Source: an optimization exercise on an open RTL-to-GDS flow (aim: a short achievable clock period and few clock cycles). Production flows keep margins and buffers that such runs may drop. Where RTL was checked, it was by simulation tests only, not by an equivalence proof against the original. No activity file was given, so power comes from the tool's default toggle rates.

==> job 2854 <==
==> flow/design.v <==
module riscv_single_cycle (
    input         clk,
    input         reset,
    input  [31:0] instr,
    output [31:0] pc,
    output        rf_we,
    output [4:0]  rf_rd,
    output [31:0] rf_wdata,
    output        dm_we,
    output [5:0]  dm_addr,
    output [31:0] dm_wdata
);
    reg  [9:0]  pc_q;
    reg  [31:0] regs [0:31];
    reg  [31:0] mem  [0:63];
    reg         e_wr;         
    reg         e_ld;         
    reg         e_st;         
    reg  [4:0]  e_rd;
    reg  [31:0] e_a;          
    reg  [31:0] e_b;          
    reg  [31:0] e_s;          
    reg         e_fa, e_fb, e_fs;  
    reg         e_add, e_sub, e_or;  
    reg         o_rf_we;
    reg  [4:0]  o_rf_rd;
    reg  [31:0] o_rf_wdata;
    reg         o_dm_we;
    reg  [5:0]  o_dm_addr;
    reg  [31:0] o_dm_wdata;
    wire [6:0] op  = instr[6:0];
    wire [4:0] rd  = instr[11:7];
    wire [2:0] f3  = instr[14:12];
    wire [4:0] rs1 = instr[19:15];
    wire [4:0] rs2 = instr[24:20];
    wire       f7  = instr[30];
    wire is_ld = (op == 7'b0000011);
    wire is_st = (op == 7'b0100011);
    wire is_br = (op == 7'b1100011);
    wire is_i  = (op == 7'b0010011);
    wire is_r  = !(is_ld | is_st | is_br | is_i);
    wire f_base = !f7 && (f3 == 3'b000);
    wire [31:0] imm_i = {{20{instr[31]}}, instr[31:20]};
    wire [31:0] imm_l = {{22{instr[29]}}, instr[29:20]};
    wire [31:0] imm_s = {{20{instr[31]}}, instr[31:25], instr[11:7]};
    wire [9:0]  imm_b = {instr[29:25], instr[11:8], 1'b0};
    wire [31:0] r1 = regs[rs1];
    wire [31:0] r2 = regs[rs2];
    wire dep1 = e_wr && (e_rd == rs1);
    wire dep2 = e_wr && (e_rd == rs2);
    wire br_cond = is_br && f_base;
    wire br_same = (rs1 == rs2);
    wire stall   = br_cond && !br_same && (dep1 || dep2);
    wire taken   = br_cond && (br_same || (r1 == r2));
    wire [9:0] pc_next = stall ? pc_q : taken ? (pc_q + imm_b) : (pc_q + 10'd1);
    wire use_imm = is_i | is_ld | is_st;
    wire fn_add  = (is_r | is_i) ? (f3 == 3'b000 && !f7) : f_base;
    wire fn_sub  = (is_r | is_i) && (f3 == 3'b000 && f7);
    wire fn_or   = (is_r | is_i) && (f3 == 3'b110 && !f7);
    wire [31:0] f_imm = is_i ? imm_i : is_ld ? imm_l : imm_s;
    wire        f_go  = !stall && !is_br && !is_st;
    wire [31:0] a = e_fa ? o_rf_wdata : e_a;
    wire [31:0] b = e_fb ? o_rf_wdata : e_b;
    wire [31:0] s = e_fs ? o_rf_wdata : e_s;
    wire [31:0] sum  = a + (e_sub ? ~b : b) + {31'd0, e_sub};
    wire [31:0] alu  = (e_add | e_sub) ? sum : e_or ? (a | b) : (a & b);
    wire [5:0]  addr = alu[5:0];
    wire [31:0] ldata = mem[addr];
    wire [31:0] wdata = e_ld ? ldata : alu;
    integer k;
    always @(posedge clk) begin
        if (reset) begin
            pc_q <= 10'd0;
            e_wr <= 1'b0; e_ld <= 1'b0; e_st <= 1'b0;
            o_rf_we <= 1'b0; o_dm_we <= 1'b0;
            for (k = 0; k < 32; k = k + 1) regs[k] <= 32'd0;
            for (k = 0; k < 64; k = k + 1) mem[k] <= 32'd0;
        end else begin
            pc_q <= pc_next;
            e_wr  <= f_go;
            e_ld  <= !stall && is_ld;
            e_st  <= !stall && is_st;
            o_rf_we <= e_wr;
            o_dm_we <= e_st;
            if (e_wr) regs[e_rd] <= wdata;
            if (e_st) mem[addr] <= s;
        end
        e_rd  <= rd;
        e_a   <= r1;
        e_b   <= use_imm ? f_imm : r2;
        e_s   <= r2;
        e_fa  <= dep1;
        e_fb  <= dep2 && !use_imm;
        e_fs  <= dep2;
        e_add <= fn_add;
        e_sub <= fn_sub;
        e_or  <= fn_or;
        o_rf_rd    <= e_rd;
        o_rf_wdata <= wdata;
        o_dm_addr  <= addr;
        o_dm_wdata <= s;
    end
    assign pc       = {22'd0, pc_q};
    assign rf_we    = o_rf_we;
    assign rf_rd    = o_rf_rd;
    assign rf_wdata = o_rf_wdata;
    assign dm_we    = o_dm_we;
    assign dm_addr  = o_dm_addr;
    assign dm_wdata = o_dm_wdata;
endmodule
==> flow/run.sh <==
#!/bin/bash
# synth_recipe.tcl (not shown) runs the flow's synth.tcl, then flattens the netlist and writes it again
# the make line also repeats each setting of config.mk as NAME=value (left out here)
make -C /OpenROAD-flow-scripts/flow DESIGN_CONFIG=/design/flow/config.mk WORK_HOME=/design/flow/orfs CLKGATE_MAP_FILE= SYNTH_SCRIPT=/design/flow/synth_recipe.tcl finish
==> flow/config.mk <==
export PLATFORM = sky130hd
export DESIGN_NAME = riscv_single_cycle
export DESIGN_NICKNAME = riscv_single_cycle
export VERILOG_FILES = /design/flow/design.v
export SDC_FILE = /design/flow/constraint.sdc
export NUM_CORES = 4
export LEC_CHECK = 0
export ABC_CLOCK_PERIOD_IN_PS = 3000
export CAP_MARGIN = 20
export CORE_MARGIN = 2
export CORE_UTILIZATION = 40
export SETUP_SLACK_MARGIN = 5
export SLEW_MARGIN = 20
==> flow/constraint.sdc <==
create_clock -name core_clock -period 12.0 [get_ports {clk}]
set_input_delay 2.4000 -clock core_clock [delete_from_list [all_inputs] [get_ports {clk}]]
set_output_delay 2.4000 -clock core_clock [all_outputs]
set_load 0.01 [all_outputs]
==> job 4530 (differences from job 2854) <==
==> flow/design.v, changed modules only <==
module riscv_single_cycle (
    input         clk,
    input         reset,
    input  [31:0] instr,
    output [31:0] pc,
    output        rf_we,
    output [4:0]  rf_rd,
    output [31:0] rf_wdata,
    output        dm_we,
    output [5:0]  dm_addr,
    output [31:0] dm_wdata
);
    reg  [9:0]  pc_q;
    reg  [31:0] regs [0:31];
    reg  [31:0] mem  [0:63];
    reg         clr;          
    reg         e_wr;         
    reg         e_ld;         
    reg         e_st;         
    reg         e_br;         
    reg  [4:0]  e_rd;
    reg  [31:0] e_a;          
    reg  [31:0] e_b;          
    reg  [31:0] e_s;          
    reg  [5:0]  e_addr;       
    reg  [9:0]  e_pc1;        
    reg         e_fa, e_fb, e_fs;  
    reg         e_add, e_sub, e_or;  
    reg         o_rf_we;
    reg  [4:0]  o_rf_rd;
    reg  [31:0] o_rf_wdata;
    reg         o_dm_we;
    reg  [5:0]  o_dm_addr;
    reg  [31:0] o_dm_wdata;
    wire [31:0] a = e_fa ? o_rf_wdata : e_a;
    wire [31:0] b = e_fb ? o_rf_wdata : e_b;
    wire [31:0] s = e_fs ? o_rf_wdata : e_s;
    wire [31:0] sum   = a + (e_sub ? ~b : b) + {31'd0, e_sub};
    wire [31:0] alu   = (e_add | e_sub) ? sum : e_or ? (a | b) : (a & b);
    wire [31:0] ldata = mem[e_addr];
    wire [31:0] wdata = e_ld ? ldata : alu;
    wire        miss  = e_br && (a != s);    
    wire [6:0] op  = instr[6:0];
    wire [4:0] rd  = instr[11:7];
    wire [2:0] f3  = instr[14:12];
    wire [4:0] rs1 = instr[19:15];
    wire [4:0] rs2 = instr[24:20];
    wire       f7  = instr[30];
    wire is_ld = (op == 7'b0000011);
    wire is_st = (op == 7'b0100011);
    wire is_br = (op == 7'b1100011);
    wire is_i  = (op == 7'b0010011);
    wire is_r  = !(is_ld | is_st | is_br | is_i);
    wire f_base = !f7 && (f3 == 3'b000);
    wire [31:0] imm_i = {{20{instr[31]}}, instr[31:20]};
    wire [31:0] imm_l = {{22{instr[29]}}, instr[29:20]};
    wire [31:0] imm_s = {{20{instr[31]}}, instr[31:25], instr[11:7]};
    wire [9:0]  imm_b = {instr[29:25], instr[11:8], 1'b0};
    wire [31:0] r1 = clr ? 32'd0 : regs[rs1];
    wire [31:0] r2 = clr ? 32'd0 : regs[rs2];
    wire dep1 = e_wr && (e_rd == rs1);
    wire dep2 = e_wr && (e_rd == rs2);
    wire br_take = is_br && f_base;
    wire stall   = (is_ld | is_st) && dep1;
    wire [5:0] f_imm6 = is_ld ? imm_l[5:0] : imm_s[5:0];
    wire [5:0] f_addr = f_base ? (r1[5:0] + f_imm6) : (r1[5:0] & f_imm6);
    wire [9:0] pc_seq  = pc_q + 10'd1;
    wire [9:0] pc_next = miss ? e_pc1 : stall ? pc_q : br_take ? (pc_q + imm_b) : pc_seq;
    wire use_imm = is_i;
    wire fn_add  = f3 == 3'b000 && !f7;
    wire fn_sub  = f3 == 3'b000 && f7;
    wire fn_or   = f3 == 3'b110 && !f7;
    wire go = !miss && !stall;
    integer k;
    always @(posedge clk) begin
        clr <= reset;
        if (reset) begin
            pc_q <= 10'd0;
            e_wr <= 1'b0; e_ld <= 1'b0; e_st <= 1'b0; e_br <= 1'b0;
            o_rf_we <= 1'b0; o_dm_we <= 1'b0;
        end else begin
            pc_q <= pc_next;
            e_wr  <= go && !is_br && !is_st;
            e_ld  <= go && is_ld;
            e_st  <= go && is_st;
            e_br  <= go && br_take && (rs1 != rs2);
            o_rf_we <= e_wr;
            o_dm_we <= e_st;
        end
        if (clr) begin
            for (k = 0; k < 32; k = k + 1) regs[k] <= 32'd0;
            for (k = 0; k < 64; k = k + 1) mem[k] <= 32'd0;
        end else begin
            if (e_wr) regs[e_rd] <= wdata;
            if (e_st) mem[e_addr] <= s;
        end
        e_rd   <= rd;
        e_a    <= r1;
        e_b    <= use_imm ? imm_i : r2;
        e_s    <= r2;
        e_addr <= f_addr;
        e_pc1  <= pc_seq;
        e_fa   <= dep1;
        e_fb   <= dep2 && !use_imm;
        e_fs   <= dep2;
        e_add  <= fn_add;
        e_sub  <= fn_sub;
        e_or   <= fn_or;
        o_rf_rd    <= e_rd;
        o_rf_wdata <= wdata;
        o_dm_addr  <= e_addr;
        o_dm_wdata <= s;
    end
    assign pc       = {22'd0, pc_q};
    assign rf_we    = o_rf_we;
    assign rf_rd    = o_rf_rd;
    assign rf_wdata = o_rf_wdata;
    assign dm_we    = o_dm_we;
    assign dm_addr  = o_dm_addr;
    assign dm_wdata = o_dm_wdata;
endmodule
==> flow/flow/run.sh (new file) <==
#!/bin/bash
# Standard ORFS layout (the standard.sh), with these changes to how it is
# made; the SDC is unchanged:
#  - synthesis is synth_recipe.tcl with ABC run on flow/abc_fast.script:
#    ORFS's abc_speed.script without area recovery in &nf (-p instead) and
#    without the final dnsize; registers are untouched;
#  - timing repair aims well below the 12 ns constraint (a larger setup
#    margin than config.mk may set);
#  - ports are buffered with buf_4 instead of the smallest buffer.
# make's full output goes to flow_standard.log; each ORFS step also keeps its
# own log under orfs/logs/.
set -euo pipefail
MARGIN=$(cat flow/margin.txt)
bash standard.sh SETUP_SLACK_MARGIN=$MARGIN \
  "BUFFER_PORTS_ARGS=-buffer_cell sky130_fd_sc_hd__buf_4" \
  SYNTH_SCRIPT=$PWD/flow/own_synth.tcl OWN_ABC_SCRIPT=$PWD/flow/abc_fast.script \
  finish > flow_standard.log 2>&1
==> flow/flow/abc_fast.script (new file) <==
&get -n
&st
&dch
&nf -p
&st
&syn2
&if -g -K 6
&synch2
&nf -p
&st
&syn2
&if -g -K 6
&synch2
&nf -p
&st
&syn2
&if -g -K 6
&synch2
&nf -p
&st
&syn2
&if -g -K 6
&synch2
&nf -p
&st
&syn2
&if -g -K 6
&synch2
&nf -p
&put
buffer -c
topo
stime -c
upsize -c
==> flow/flow/margin.txt (new file) <==
8
==> flow/flow/own_synth.tcl (new file) <==
proc synth {args} { yosys synth -nofsm -noshare {*}$args }
# Use our own ABC script in place of ORFS's abc_speed.script.
proc abc {args} {
  set i [lsearch -exact $args -script]
  if {$i >= 0} { lset args [expr {$i + 1}] $::env(OWN_ABC_SCRIPT) }
  yosys abc {*}$args
}
source $::env(SCRIPTS_DIR)/synth.tcl
# left out here: clear keep_hierarchy, flatten, clean up, hide names made inside functions, write 1_2_yosys.v
==> flow/standard.sh (new file) <==
#!/bin/bash
# synth_recipe.tcl (not shown) runs the flow's synth.tcl, then flattens the netlist and writes it again
# the make line also repeats each setting of config.mk as NAME=value (left out here)
make -C /OpenROAD-flow-scripts/flow DESIGN_CONFIG=/design/flow/config.mk WORK_HOME=/design/flow/orfs CLKGATE_MAP_FILE= SYNTH_SCRIPT=/design/flow/synth_recipe.tcl "${@:-finish}"
SETUP_SLACK_MARGIN = unset   (was 5)
TNS_END_PERCENT = 5   (was unset)
removed: flow/run.sh
==> comparison table <==
Internal power component: job 4530 20.2 mW; job 2854 20.5 mW
Total of flip-flops plus latches after synthesis: job 4530 3,287; job 2854 3,269
Met2 track demand over resource in global routing: job 4530 43.9%; job 2854 46.3%
Routability cong.: job 4530 0.940; job 2854 0.952
Buffer count from post-CTS setup fixing: job 4530 116; job 2854 12
Number of buffers other than clock buffers in the final layout: job 4530 773; job 2854 553
Maximum resistive drop on vdd: job 4530 0.127 mV; job 2854 0.124 mV
Reg2Reg Launch Point: job 4530 e_addr[2]$_DFF_P_; job 2854 e_fa$_DFF_P_
Fraction of power consumed by the clock network: job 4530 39.3%; job 2854 37.6%
Global routing usage on met3: job 4530 8.78%; job 2854 11.6%
Clock buffer instance count of the final layout: job 4530 442; job 2854 483
Run status: job 4530 finished clean; job 2854 finished clean
Post-Synth Adder-Cell Area: job 4530 0.477%; job 2854 0.374%
Data required, critical path: job 4530 12,680 ps; job 2854 12,750 ps
Largest fanout of any net on the critical path: job 4530 33; job 2854 44
Seq/Total Area, Yosys: job 4530 58.4%; job 2854 64.4%
Post-Syn Area: job 4530 0.165 mm^2; job 2854 0.149 mm^2
Total placed cells including tap cells: job 4530 16,100; job 2854 16,400
Seq area share: job 4530 53.5%; job 2854 57.0%
Number of global-route vias before repair: job 4530 104,000; job 2854 108,000
Core box area: job 4530 0.413 mm^2; job 2854 0.372 mm^2
Mux cell area share after synthesis: job 4530 14.6%; job 2854 9.08%
Testbench counts of job 4530, summed over its fixed seeds: cycles 20,532.
No functional check of the RTL was part of job 2854.

## afterwards: timing with drivers on the ports
No port has a modelled driver above. Below, the same layouts with a new extraction and two added sets of constraints.
Step 1 assumes that a clkbuf_16 drives the clock port and a buf_2 every other input.
Step 2 also shifts input and output timing later by t, the mid clock arrival at the registers, as if the neighbouring blocks saw the same clock.
a / b / c = no drivers / after step 1 / after step 2; a / b = the first two.
run	shift t [ns]	slack for setup (ns)	slew at the worst register clock pin (ns)
job 2854	1.058	4.756 / 4.756 / 4.039	0.07 / 0.07
job 4530	1.056	7.385 / 7.319 / 6.262	0.07 / 0.07
After both steps setup and hold are still met in every run listed. For job 4530, which loses most, drivers alone change the setup slack by -0.066 ns; drivers and shift together by -1.123 ns.
